From an optimization exercise on the open Yosys and OpenROAD flow, aimed at small area, a short achievable clock period and few clock cycles; shortcuts taken in it are not production practice. RTL that was checked went through simulation tests only; none was proved equivalent to the original. For run 1, only the layout was checked, not whether the RTL still works. Power figures rest on the tool's default switching activity, not on a simulated workload.

## flow/design.v (module list and top-level ports; edited modules follow where they fit)
// module LASER: 3008 lines
module LASER (
    input            CLK,
    input            RST,
    input      [3:0] X,
    input      [3:0] Y,
    output reg [3:0] C1X,
    output reg [3:0] C1Y,
    output reg [3:0] C2X,
    output reg [3:0] C2Y,
    output reg       DONE
);
  // ...
==> flow/flow/run.sh <==
#!/bin/bash
# The standard layout (standard.sh), with one change: the buffer that
# buffer_ports puts on every input and output port is sky130_fd_sc_hd__buf_2.
set -euo pipefail
bash standard.sh BUFFER_PORTS_ARGS="-buffer_cell sky130_fd_sc_hd__buf_2" finish > orfs_make.log 2>&1
==> flow/standard.sh <==
#!/bin/bash
# synth_recipe.tcl (not shown) runs the flow's synth.tcl, then flattens the netlist and writes it again
# the make line also repeats each setting of config.mk as NAME=value (left out here)
make -C /OpenROAD-flow-scripts/flow DESIGN_CONFIG=/design/flow/config.mk WORK_HOME=/design/flow/orfs CLKGATE_MAP_FILE= SYNTH_SCRIPT=/design/flow/synth_recipe.tcl "${@:-finish}"
==> flow/config.mk <==
export PLATFORM = sky130hd
export DESIGN_NAME = LASER
export DESIGN_NICKNAME = LASER
export VERILOG_FILES = /design/flow/design.v
export SDC_FILE = /design/flow/constraint.sdc
export NUM_CORES = 4
export LEC_CHECK = 0
export CAP_MARGIN = 20
export CORE_MARGIN = 2
export CORE_UTILIZATION = 60
export SLEW_MARGIN = 20
==> flow/constraint.sdc <==
create_clock -name core_clock -period 11.0 [get_ports {CLK}]
set_input_delay 2.2000 -clock core_clock [delete_from_list [all_inputs] [get_ports {CLK}]]
set_output_delay 2.2000 -clock core_clock [all_outputs]
set_load 0.01 [all_outputs]
==> impl_metrics.ini, run 1 <==
[final_layout]
design.seq.count = 1151
finalNonFillerCells = 10836
fin_util_pct = 65.2
multi_input_area_sq_um = 51500
seq_share_pct = 26.6

[power]
maxPowerGroup = combinational cells
power_mw = 22.2
pwr-share-clk_pct = 20.5
power_switching_mw = 10.0
p_int_mw = 12.2

[sta]
clock_skew_ps = 35.6
holdWs_ps = 324
setup_tns_ps = 0
final-hold-violation-count = 0

[hold_path]
min_to = cY[3]
worstHoldPathType = reg2reg

[cts]
cts_buffers = 133
clock_latency_ps = 790
postCtsSetupRepairBufs = 0

[routing]
wl_per_cell_um = 23.3
drtIter0Drc = 6587
vias = 64101
highest_layer = met5

[global_route]
busiest_layer = met2
grt_pass1_vias = 61929

[run_status]
status = complete, no violations

[critical_path]
worstPathRequired_ps = 11700
crit_cells = 14

[synth]
ys_seq_elements = 1151
synth.area.top_cells = dfxtp_1, ha_1, fa_1, inv_1, nand2_1
netlist_instances = 8891
synth_xor_area_share_pct = 3.24

[placement]
place.port_buffers = 26

[floorplanning]
die_w_um = 372
==> run 2, diff against run 1 <==
--- a/flow/design.v
+++ b/flow/design.v
@@ -6,24 +6,25 @@
     output reg [3:0] C1X,
     output reg [3:0] C1Y,
     output reg [3:0] C2X,
     output reg [3:0] C2Y,
     output reg       DONE
 );
   reg [159:0] tx, ty;
   reg [39:0]  tm;
-  reg         inp, inp_d;    
+  reg         inp;           
   reg  [5:0]  icnt;
   reg  [3:0]  yq;            
   reg         aV;            
   reg         bV, bM, bL, cV, cL, dV, dL, eV, eL, fV, fL;
   reg  [3:0]  bY, cY, dY, eY, fY;
   reg  [3:0]  mx;            
-  wire [3:0]  ya;            
+  reg  [3:0]  ya;            
+  reg         issue;         
   reg         aS, bS, cS, dS, eS, fS;    
   reg         tail, tfirst, tookd, ended;
   reg         mv;            
   reg  [5:0]  B;
   reg  [1:0]  cnt;
   reg  [5:0]  bcnt;
   reg  [3:0]  bx, by;
   function [2:0] rclass(input [3:0] y, input [3:0] p);
@@ -168,17 +169,17 @@
     ca31 <= rclass(ya, ty[127:124]);
     ca32 <= rclass(ya, ty[131:128]);
     ca33 <= rclass(ya, ty[135:132]);
     ca34 <= rclass(ya, ty[139:136]);
     ca35 <= rclass(ya, ty[143:140]);
     ca36 <= rclass(ya, ty[147:144]);
     ca37 <= rclass(ya, ty[151:148]);
     ca38 <= rclass(ya, ty[155:152]);
-    ca39 <= rclass(ya, ty[159:156]);
+    ca39 <= inp ? rclass(4'd0, Y) : rclass(ya, ty[159:156]);
   end
   wire [8:0] lh0 = lohi(ca0, tx[7:4], tm[1]);
   wire hit0 = lh0[8] & (lh0[7:4] <= mx) & (mx <= lh0[3:0]);
   wire b0_0 = lh0[8] & (lh0[7:4] <= 4'd0) & (4'd0 <= lh0[3:0]);
   wire b0_1 = lh0[8] & (lh0[7:4] <= 4'd1) & (4'd1 <= lh0[3:0]);
   wire b0_2 = lh0[8] & (lh0[7:4] <= 4'd2) & (4'd2 <= lh0[3:0]);
   wire b0_3 = lh0[8] & (lh0[7:4] <= 4'd3) & (4'd3 <= lh0[3:0]);
   wire b0_4 = lh0[8] & (lh0[7:4] <= 4'd4) & (4'd4 <= lh0[3:0]);
@@ -2930,55 +2931,61 @@
   wire [3:0] nby = take ? fY : by;
   wire       pe  = cur & fL;                   
   wire [3:0] ox = mv ? C2X : C1X;
   wire [3:0] oy = mv ? C2Y : C1Y;
   wire       same = (nbx == ox) && (nby == oy);
   wire       eqB  = (nbc == B);
   wire       fin  = same | (eqB & (cnt == 2'd2));
   wire       kall = pe & (fin | take);         
-  wire       issue = tail & (tfirst | tookd);
-  assign     ya = issue ? by : yq;
-  wire [3:0] hx = tx[3:0], hy = ty[3:0];
-  wire in00 = ((hx == 4'd0) & (hy <= 4'd4)) | ((hx <= 4'd2) & (hy <= 4'd3)) |
-              ((hx <= 4'd3) & (hy <= 4'd2)) | ((hx <= 4'd4) & (hy == 4'd0));
+  wire       tfirst_n = ~RST & ~issue & aV & (yq == 4'd15) & ~aS;
+  wire       tail_n = RST ? 1'b0 :
+                      pe ? (~fin & take) :
+                      (issue & (ended | pe)) ? 1'b0 :
+                      tfirst_n ? 1'b1 : tail;
+  wire       issue_n = tail_n & (tfirst_n | take);
+  wire [3:0] yq_n = issue ? 4'd0 : aV ? yq + 4'd1 : inp ? 4'd0 : yq;
+  always @(posedge CLK) begin
+    issue <= issue_n;
+    ya <= issue_n ? nby : yq_n;
+  end
+  wire in00 = ((X == 4'd0) & (Y <= 4'd4)) | ((X <= 4'd2) & (Y <= 4'd3)) |
+              ((X <= 4'd3) & (Y <= 4'd2)) | ((X <= 4'd4) & (Y == 4'd0));
   wire [39:0] hitv = {hit39,hit38,hit37,hit36,hit35,hit34,hit33,hit32,hit31,hit30,hit29,hit28,hit27,hit26,hit25,hit24,hit23,hit22,hit21,hit20,hit19,hit18,hit17,hit16,hit15,hit14,hit13,hit12,hit11,hit10,hit9,hit8,hit7,hit6,hit5,hit4,hit3,hit2,hit1,hit0};
   always @(posedge CLK) begin
     tx <= {tx[155:0], inp ? X : tx[159:156]};
     ty <= {ty[155:0], inp ? Y : ty[159:156]};
     if (issue)   tm <= 40'd0;
     else if (bM) tm <= {hitv[37:0], hitv[39:38]};
-    else         tm <= {tm[38:1], inp_d ? in00 : tm[0], tm[39]};
+    else         tm <= {tm[38:0], inp ? in00 : tm[39]};
     bY <= yq; cY <= bY; dY <= cY; eY <= dY; fY <= eY;
     bL <= (yq == 4'd15); cL <= bL; dL <= cL; eL <= dL; fL <= eL;
     bS <= aS & ~pe; cS <= bS & ~pe; dS <= cS & ~pe; eS <= dS & ~pe; fS <= eS & ~pe;
     bcnt <= nbc; bx <= nbx; by <= nby;
     tookd <= take;
     if (issue) mx <= bx;
     if (RST) begin
-      inp <= 1'b1; inp_d <= 1'b0; icnt <= 6'd0; DONE <= 1'b0;
+      inp <= 1'b1; icnt <= 6'd0; DONE <= 1'b0;
       aV <= 1'b0; bV <= 1'b0; bM <= 1'b0; cV <= 1'b0; dV <= 1'b0; eV <= 1'b0; fV <= 1'b0;
       tail <= 1'b0; tfirst <= 1'b0; ended <= 1'b0;
     end else begin
-      inp_d <= inp;
       bV <= aV & ~issue & ~kall;
       bM <= issue & ~kall;
       cV <= bV & ~(issue & bS) & ~kall;
       dV <= cV & ~(issue & cS) & ~kall;
       eV <= dV & ~(issue & dS) & ~kall;
       fV <= eV & ~(issue & eS) & ~kall;
       tfirst <= 1'b0;
       if (inp) begin
         icnt <= icnt + 6'd1;
         C1X <= 4'd0; C1Y <= 4'd0; C2X <= 4'd0; C2Y <= 4'd0;
         mv <= 1'b0; B <= 6'd0; cnt <= 2'd0; bcnt <= 6'd0;
         yq <= 4'd0; aS <= 1'b0;
-        if (icnt == 6'd39) begin
-          inp <= 1'b0; aV <= 1'b1;
-        end
+        if (icnt == 6'd38) aV <= 1'b1;    
+        if (icnt == 6'd39) inp <= 1'b0;
       end
       if (DONE) begin
         DONE <= 1'b0; inp <= 1'b1; icnt <= 6'd0;
       end
       if (issue) begin
         aV <= 1'b1; yq <= 4'd0; aS <= ~(ended | pe);
         if (ended | pe) begin tail <= 1'b0; ended <= 1'b0; end
       end else if (aV) begin
==> flow/config.mk (replaced) <==
export PLATFORM = sky130hd
export DESIGN_NAME = LASER
export DESIGN_NICKNAME = LASER
export VERILOG_FILES = /design/flow/design.v
export SDC_FILE = /design/flow/constraint.sdc
export NUM_CORES = 4
export LEC_CHECK = 0
export ABC_AREA = 1
export CAP_MARGIN = 20
export CORE_MARGIN = 2
export CORE_UTILIZATION = 40
export SLEW_MARGIN = 20
==> impl_metrics.ini, run 2 <==
[cts]
clock_path_buffers = 3
clkTransAtPathRegs_ps = 60
cts_tree = yes
h-tree-depth = 4
hold_buffers = 0
cts_buffers = 134
postCtsSetupRepairBufs = 0
ctsResizeCount = 0
clock-root-buffer = clkbuf_16
clock_latency_ps = 820
cts.sink_count = 1153

[synth]
synth_common_cells = inv_1, dfxtp_1, nand2_1, ha_1, nor2_1
synth_edf_count = 34
synth_cell_types = 63
postSynth.asyncResetShare_pct = 0
yosys.area.top_type = dfxtp_1
synth_top_area_share_pct = 26.8
yosysSeqAreaShare_pct = 28.0
ys_seq_elements = 1153
netlist_instances = 10163
synth.area.top_cells = dfxtp_1, ha_1, fa_1, inv_1, nand2_1
ys.flop_type = dfxtp_1
yosysMostFrequentCell = inv_1
syn_avg_cell_area_sq_um = 8.22
synth_area_sq_um = 83500
ys.warnings.count = 1
synthesis.nets = 11863

[critical_path]
crit_buf_inv = 3
crit_fanout = 36
arrival_ps = 4640
worstSetupPathType = reg2reg
max_stage_delay_ps = 690
end_kind = register
cp_slowest_cell = buf_4
cp-start-kind = register
cp_top_family = buffers and inverters
cp_common_cell = nand2_1
path_cells = buf_4, buf_4, ha_1, nand3_1, nand2_1, xnor2_1, inv_1, nor2_1, nand2_1, o21ai_0, nor2_1, nand2_1
worstPathRequired_ps = 11750

[routing]
drt.antenna.violating_nets = 0
wl_per_cell_um = 20.6
drtPass1Iterations = 6
drtIter0Drc = 5558
vias = 67076
drt-vias-per-instance = 5.08
drt_wl_total_um = 272000
drc_errors = 0

[global_route]
grt_max_degree = 37
grt-ovfl-total = 0
grt_antenna_before_repair = 15
grt_pass1_vias = 67399
track_usage_pct = 25.5
grt_pass1_wl_um = 409000

[power]
power.leakage_nw = 47.8
pwr_density_cell_nw_per_um2 = 200
vdd.ir_drop.worst_v = 0.000213

[run_status]
status = complete, no violations

[placement]
placed_area_sq_um = 87200
place.port_buffers = 26
gp_congestion = 0.991
post-dp-hpwl_um = 227000

[floorplanning]
io_pins = 27
fp.dieH_um = 461
num_rows = 167
dieArea_sq_um = 213000
core_sq_um = 207000
die_w_um = 461
start_util_pct = 40.3

[sta]
tightest_slew_ps = 1020
clock.fmax_ghz = 0.257
holdWs_ps = 318
layout_min_cycle_time_ps = 3880
clock_skew_ps = 32.0
maxSlewViolCount = 0
fin_crit_sh_pct = 35.3
slew_headroom_pct = 32.2
final-hold-violation-count = 0
rsz0062_at_grt = no
setup_tns_ps = 0
setup_violations = 0

[final_layout]
layout_common_cells = inv_1, dfxtp_1, nand2_1
fin_util_pct = 44.2
reg.largest.list = tx: 160 flops, ty: 160 flops, tm: 40 flops
final_area_sq_um = 91700
layout.nets = 11999
layout_commonest_cell = inv_1
synthToLayoutAreaGrowth_pct = 9.75
drive_gt1_share_pct = 3.23

[run]
cap_violations = 0

[hold_path]
worstHoldPathType = reg2reg
-- run 2: changes by cell type after synthesis, sizes merged, moves of 163 or more --
cell,delta
nand2b,-175
a21o,-255
inv,+1174
nor2b,-163
nand2,+465
nor2,+594
-- run 2: final cells by class --
class | instances | area [sq um]
timing repair buffer | 58 | 370
fill | 20329 | 116000
clock buffer | 169 | 3670
multi-input combinational | 6209 | 49600
inverter | 2743 | 10300
clock inverter | 69 | 821
sequential | 1153 | 23400
antenna | 10 | 25.0
tap | 2788 | 3490
-- run 2: routing by layer --
metal  global-route usage [%]  routed length (um)
met5                        0                  74
met3                     4.23               16100
met2                     41.5              123000
met4                     9.84               11400
met1                     33.8              121000
-- run 2: kinds of logic (layout without fill, tap and decap cells) --
kind of cell,after synthesis,in the layout,synth area share [%]
other cells,0,10,0
simple gates,2666,2666,13.1
compound gates,1572,1572,12.1
flops,1153,1153,28.0
buf+inv,2801,3039,12.6
mux,2,2,0.0240
fa+ha+maj,1690,1690,31.1
xor+xnor,279,279,2.92
-- run 2: through the flow --
stage / power (mW) / instances / setup slack (ps)
2_1_floorplan: 10.6 / 10163 / 6800
3_3_place_gp: 13.4 / 12951 / 7120
3_5_place_dp: 13.6 / 12951 / 7020
4_1_cts: 18.2 / 13189 / 7000
5_1_grt: 19.6 / 13190 / 6890
6_report: 18.3 / 13199 / 7120
-- run 2: worst paths after layout --
| check | from | to | slack [ps] | cells past startpoint |
|---|---|---|---|---|
| min | bY[3] | cY[3] | 320 | 0 |
| max reg2reg | ya[1] | ca8[2] | 7120 | 12 |
| min reg2reg | bY[3] | cY[3] | 320 | 0 |
| max | ya[1] | ca8[2] | 7120 | 12 |
-- run 2: power breakdown --
group          internal [mW]  switching (mW)  leakage (nW)
clock                   2.66            1.94          2.21
combinational           2.97            5.49          36.0
sequential              4.84           0.413          9.59
total                   10.5            7.84          47.8
Testbench counts of run 2, summed over its fixed seeds: cycles 6,413.
==> run 3, diff against run 2 <==
--- a/flow/config.mk
+++ b/flow/config.mk
@@ -5,7 +5,6 @@
 export SDC_FILE = /design/flow/constraint.sdc
 export NUM_CORES = 4
 export LEC_CHECK = 0
-export ABC_AREA = 1
 export CAP_MARGIN = 20
 export CORE_MARGIN = 2
 export CORE_UTILIZATION = 40
==> impl_metrics.ini, run 3 <==
[critical_path]
crit_buf_inv = 4
rr_worst_depth = 12
critPathLaunch = r3_0_4
worstSetupPathType = reg2reg
max_stage_delay_ps = 540
cp-start-kind = register
r2r-start = r3_0_4
cp_slowest_cell = fa_1
end_kind = register
r2r_slack_ps = 7080
crit_fanout = 3
cp_top_family = adder cells
path_cells = inv_1, fa_1, inv_1, fa_1, fa_1, inv_1, fa_1, fa_1, inv_1, ha_1, and4_1, o21a_1
critical_path.endpoint = cn3[5]
crit_cells = 12
arrival_ps = 4600
r2r_end = cn3[5]
worstPathRequired_ps = 11680
cp_common_cell = fa_1

[global_route]
track_usage_pct = 25.0
grt_max_degree = 46
grt-ovfl-total = 0
grt_antenna_before_repair = 14
grt_pass1_wl_um = 389000
grt_pass1_vias = 62940

[power]
vdd.ir_drop.worst_v = 0.000187
power_mw = 18.5
pwr_density_cell_nw_per_um2 = 207
power.leakage_nw = 43.4

[floorplanning]
dieArea_sq_um = 207000
start_util_pct = 40.2
core_sq_um = 202000
die_w_um = 455
io_pins = 27
fp.dieH_um = 455
num_rows = 165

[synth]
yosysSeqAreaShare_pct = 28.8
ys.warnings.count = 1
postSynth.asyncResetShare_pct = 0
syn_avg_cell_area_sq_um = 9.06
synth_cell_types = 74
yosys.area.top_type = dfxtp_1
synthesis.nets = 10684
synth_top_area_share_pct = 27.5
yosysMostFrequentCell = inv_1
synth_common_cells = inv_1, dfxtp_1, ha_1, nand2_1, fa_1
synth_area_sq_um = 81400
synth_edf_count = 34
netlist_instances = 8985
ys.flop_type = dfxtp_1
ys_seq_elements = 1153
synth.area.top_cells = dfxtp_1, ha_1, fa_1, inv_1, a21oi_1

[sta]
setup_tns_ps = 0
rsz0062_at_grt = no
maxSlewViolCount = 0
layout_min_cycle_time_ps = 3920
tightest_slew_ps = 1060
setup_violations = 0
clock_skew_ps = 29.4
final-hold-violation-count = 0
slew_headroom_pct = 28.7
fin_crit_sh_pct = 35.6
clock.fmax_ghz = 0.255

[routing]
drt_wl_total_um = 260000
drc_errors = 0
drtPass1Iterations = 6
drt.antenna.violating_nets = 0
drtIter0Drc = 5187
drt-vias-per-instance = 5.30
wl_per_cell_um = 21.9
vias = 62757

[cts]
cts_tree = yes
clock_latency_ps = 800
clkTransAtPathRegs_ps = 60
postCtsSetupRepairBufs = 0
clock_path_buffers = 3
ctsResizeCount = 0
clock-root-buffer = clkbuf_16
h-tree-depth = 4
hold_buffers = 0
cts_buffers = 138
cts.sink_count = 1153

[placement]
place.port_buffers = 26
dpl.cell_count = 11585
gp_congestion = 0.974
post-dp-hpwl_um = 212000

[final_layout]
multi_input_area_sq_um = 51300
drive_gt1_share_pct = 4.17
layout_commonest_cell = inv_1
fill_cells = 19541
layout.nets = 10752
fin_util_pct = 44.2
reg.largest.list = tx: 160 flops, ty: 160 flops, tm: 40 flops
layout_common_cells = inv_1, dfxtp_1, ha_1
final-seq-area_sq_um = 23400
finalNonFillerCells = 11841
synthToLayoutAreaGrowth_pct = 9.77

[hold_path]
worstHoldPathType = reg2reg

[run_status]
status = complete, no violations

[run]
cap_violations = 0
==> run 3: changes by cell type after synthesis, moves of 129 or more <==
| cell | previous run | this run |
|---|---|---|
| a21o_1 | 7 | 231 |
| inv_1 | 2738 | 1663 |
| nand2_1 | 1073 | 654 |
| nand2b_1 | 0 | 148 |
| nand3_1 | 323 | 183 |
| nor2_1 | 1035 | 509 |
| o21ai_0 | 352 | 481 |
==> run 3: through the flow <==
stage	hold slack [ps]	area, sq um	setup WS, ps
finish	325	89300	7080
global route	331	89300	6930
CTS	325	89300	7120
detailed placement	312	84600	6980
global placement	313	84600	7000
floorplan	310	81400	6760
==> run 3: logic make-up after synthesis <==
kind of cell	synth area share [%]
multiplexers	0.704
XOR/XNOR	3.35
buffers and inverters	8.29
adder cells (fa/ha/maj)	31.9
AO/OA/AOI/OAI	15.0
flip-flops	28.8
AND/OR/NAND/NOR	12.0
==> run 3: worst min-delay path by stage <==
stage	start	endpoint	slack [ps]	cells past startpoint
CTS	dY[1]	eY[1]	320	0
global route	bY[1]	cY[1]	330	0
finish	dY[1]	eY[1]	320	0
floorplan	bL	cL	310	0
global placement	dY[3]	eY[3]	310	0
detailed placement	dY[1]	eY[1]	310	0
==> run 3: area by class of cell <==
cell class | instances | share of cell area (%)
timing repair buffer | 56 | 0.398
clock inverter | 73 | 0.916
tap | 2672 | 3.74
antenna | 5 | 0.0140
sequential | 1153 | 26.2
multi-input combinational | 6039 | 57.4
inverter | 1665 | 7.01
clock buffer | 178 | 4.33
==> run 3: per-layer routing <==
metal | wire length, um | global-route usage [%]
met3 | 14400 | 3.54
met4 | 12200 | 10.7
met5 | 11 | 0
met2 | 116000 | 39.9
met1 | 117000 | 33.8
==> run 3: report_power, final <==
group | switching [mW] | leakage (nW) | internal (mW)
logic | 5.21 | 31.6 | 3.28
registers | 0.436 | 9.60 | 4.84
clock network | 1.99 | 2.28 | 2.73
==> run 4, diff against run 3 <==
--- a/flow/config.mk
+++ b/flow/config.mk
@@ -8,4 +8,6 @@
 export CAP_MARGIN = 20
 export CORE_MARGIN = 2
 export CORE_UTILIZATION = 40
+export CTS_CLUSTER_DIAMETER = 100
+export CTS_CLUSTER_SIZE = 24
 export SLEW_MARGIN = 20
==> impl_metrics.ini, run 4 <==
[run_status]
status = complete, no violations

[global_route]
grt_max_degree = 46
grt_antenna_before_repair = 15
grt_pass1_wl_um = 386000
grt_pass1_vias = 62085
track_usage_pct = 24.7
grt-ovfl-total = 0

[final_layout]
layout_commonest_cell = inv_1
final_area_sq_um = 86900
drive_gt1_share_pct = 2.77
fill_cells = 19745
reg.largest.list = tx: 160 flops, ty: 160 flops, tm: 40 flops
layout_common_cells = inv_1, dfxtp_1, ha_1
layout.nets = 10683
fin_util_pct = 42.9
synthToLayoutAreaGrowth_pct = 6.74

[placement]
post-dp-hpwl_um = 212000
gp_congestion = 0.974
place.port_buffers = 26
placed_area_sq_um = 84600

[routing]
drt.antenna.violating_nets = 0
drtIter0Drc = 4898
drt-vias-per-instance = 5.31
drc_errors = 0
drtPass1Iterations = 9
drt_wl_total_um = 257000
vias = 62167
wl_per_cell_um = 22.0

[cts]
hold_buffers = 0
clock-root-buffer = clkbuf_16
cts_tree = yes
clkTransAtPathRegs_ps = 100
ctsResizeCount = 0
h-tree-depth = 3
clock_path_buffers = 3
clock_latency_ps = 740
cts.sink_count = 1153
postCtsSetupRepairBufs = 0
cts_buffers = 69

[critical_path]
crit_fanout = 3
cp-start-kind = register
end_kind = register
worstSetupPathType = reg2reg
worstPathRequired_ps = 11640
arrival_ps = 4510

[power]
pwr_density_cell_nw_per_um2 = 192
power.leakage_nw = 42.2
vdd.ir_drop.worst_v = 0.000179
power_mw = 16.7

[floorplanning]
fp.dieH_um = 455
dieArea_sq_um = 207000
num_rows = 165
die_w_um = 455
io_pins = 27
start_util_pct = 40.2
core_sq_um = 202000

[synth]
ys.flop_type = dfxtp_1
synth.area.top_cells = dfxtp_1, ha_1, fa_1, inv_1, a21oi_1
synth_cell_types = 74
postSynth.asyncResetShare_pct = 0
ys_seq_elements = 1153
yosysMostFrequentCell = inv_1
synth_edf_count = 34
synthesis.nets = 10684
synth_common_cells = inv_1, dfxtp_1, ha_1, nand2_1, fa_1
yosys.area.top_type = dfxtp_1
yosysSeqAreaShare_pct = 28.8
netlist_instances = 8985
ys.warnings.count = 1
syn_avg_cell_area_sq_um = 9.06
synth_top_area_share_pct = 27.5
synth_area_sq_um = 81400

[sta]
maxSlewViolCount = 0
layout_min_cycle_time_ps = 3870
rsz0062_at_grt = no
setup_tns_ps = 0
clock_skew_ps = 46.6
tightest_slew_ps = 1100
clock.fmax_ghz = 0.258
fin_crit_sh_pct = 35.2
slew_headroom_pct = 26.2
setup_violations = 0
final-hold-violation-count = 0

[run]
cap_violations = 0

[hold_path]
worstHoldPathType = reg2reg
[run 4: cell counts after synthesis]
No cell type changed its count.
[run 4: cells by family after synthesis]
logic type | synth area share [%]
compound gates | 15.0
xor+xnor | 3.35
fa+ha+maj | 31.9
buf+inv | 8.29
flops | 28.8
mux | 0.704
simple gates | 12.0
[run 4: final timing paths]
kind / start / end / slack (ps) / cells after the start
setup reg to reg: r3_0_4 / cn3[5] / 7130 / 12
hold reg to reg: dY[1] / eY[1] / 330 / 0
hold / removal: dY[1] / eY[1] / 330 / 0
setup / recovery: r3_0_4 / cn3[5] / 7130 / 12
[run 4: report_power, final]
group | internal, mW | leakage (nW) | switching [mW]
combinational | 3.28 | 31.6 | 5.22
sequential | 4.83 | 9.60 | 0.436
clock | 1.29 | 1.08 | 1.66
total | 9.40 | 42.2 | 7.31
[run 4: metal layers]
| layer | up-vias | routed length (um) | track usage, % |
|---|---|---|---|
| met3 | 373 | 14500 | 2.82 |
| met1 | 30287 | 116000 | 33.9 |
| met5 | - | 12 | 0 |
| li1 | 29653 | - | - |
| met4 | 2 | 11700 | 10.3 |
| met2 | 1852 | 115000 | 39.7 |
[run 4: final cells by class]
class                           instances  area, sq um  area share, %
Multi-Input combinational cell       6039        51300           59.0
Sequential cell                      1153        23400           27.0
Inverter                             1665         6260           7.20
Tap cell                             2672         3340           3.85
Clock buffer                           76         1750           2.02
Clock inverter                         35          468          0.539
Timing Repair Buffer                   56          355          0.409
Antenna cell                            8         20.0         0.0230
[run 4: stage by stage]
step           hold WS, ps  setup slack, ps  cells
3_5_place_dp           312             6980  11585
5_1_grt                342             6970  11697
2_1_floorplan          310             6760   8985
4_1_cts                332             7150  11696
3_3_place_gp           313             7000  11585
6_report               325             7130  11704
[run 4: worst max-delay path, cell delays in order (launching register included)]
cell and delay, ps:
dfxtp_1 510, inv_1 100, fa_1 510, inv_1 50
fa_1 430, fa_1 540, inv_1 50, fa_1 460
fa_1 440, inv_1 70, ha_1 260, and4_1 190
o21a_1 170

==> afterwards: timing with drivers on the ports <==
Ports are ideal in the flow. The routed layouts listed here were re-timed in OpenROAD. Step 1, drivers: a clkbuf_16 drives CLK and a buf_2 each remaining input, both assumed. Step 2 also shifts input and output timing later by t, the mid clock arrival at the registers, as if the neighbouring blocks saw the same clock. Slacks: no drivers / after step 1 / after step 2; pairs: no drivers / after step 1.
run	t (ns)	slack for setup (ns)	worst hold slack (ns)	clock arrival spread, ns	worst slew at a driven data input, ns
run 1	0.867	6.757 / 6.757 / 6.757	0.324 / 0.324 / 0.324	0.038 / 0.037	0.05
run 2	0.885	7.116 / 7.116 / 7.116	0.318 / 0.318 / 0.318	0.033 / 0.033	0.03
run 3	0.871	7.084 / 7.084 / 6.935	0.325 / 0.325 / 0.325	0.033 / 0.033	0.04
run 4	0.803	7.130 / 7.130 / 6.979	0.325 / 0.325 / 0.325	0.053 / 0.053	0.04
After both steps setup and hold are still met in every run listed. For run 4, which loses most, drivers alone change the setup slack by 0.000 ns; drivers and shift together by -0.151 ns.
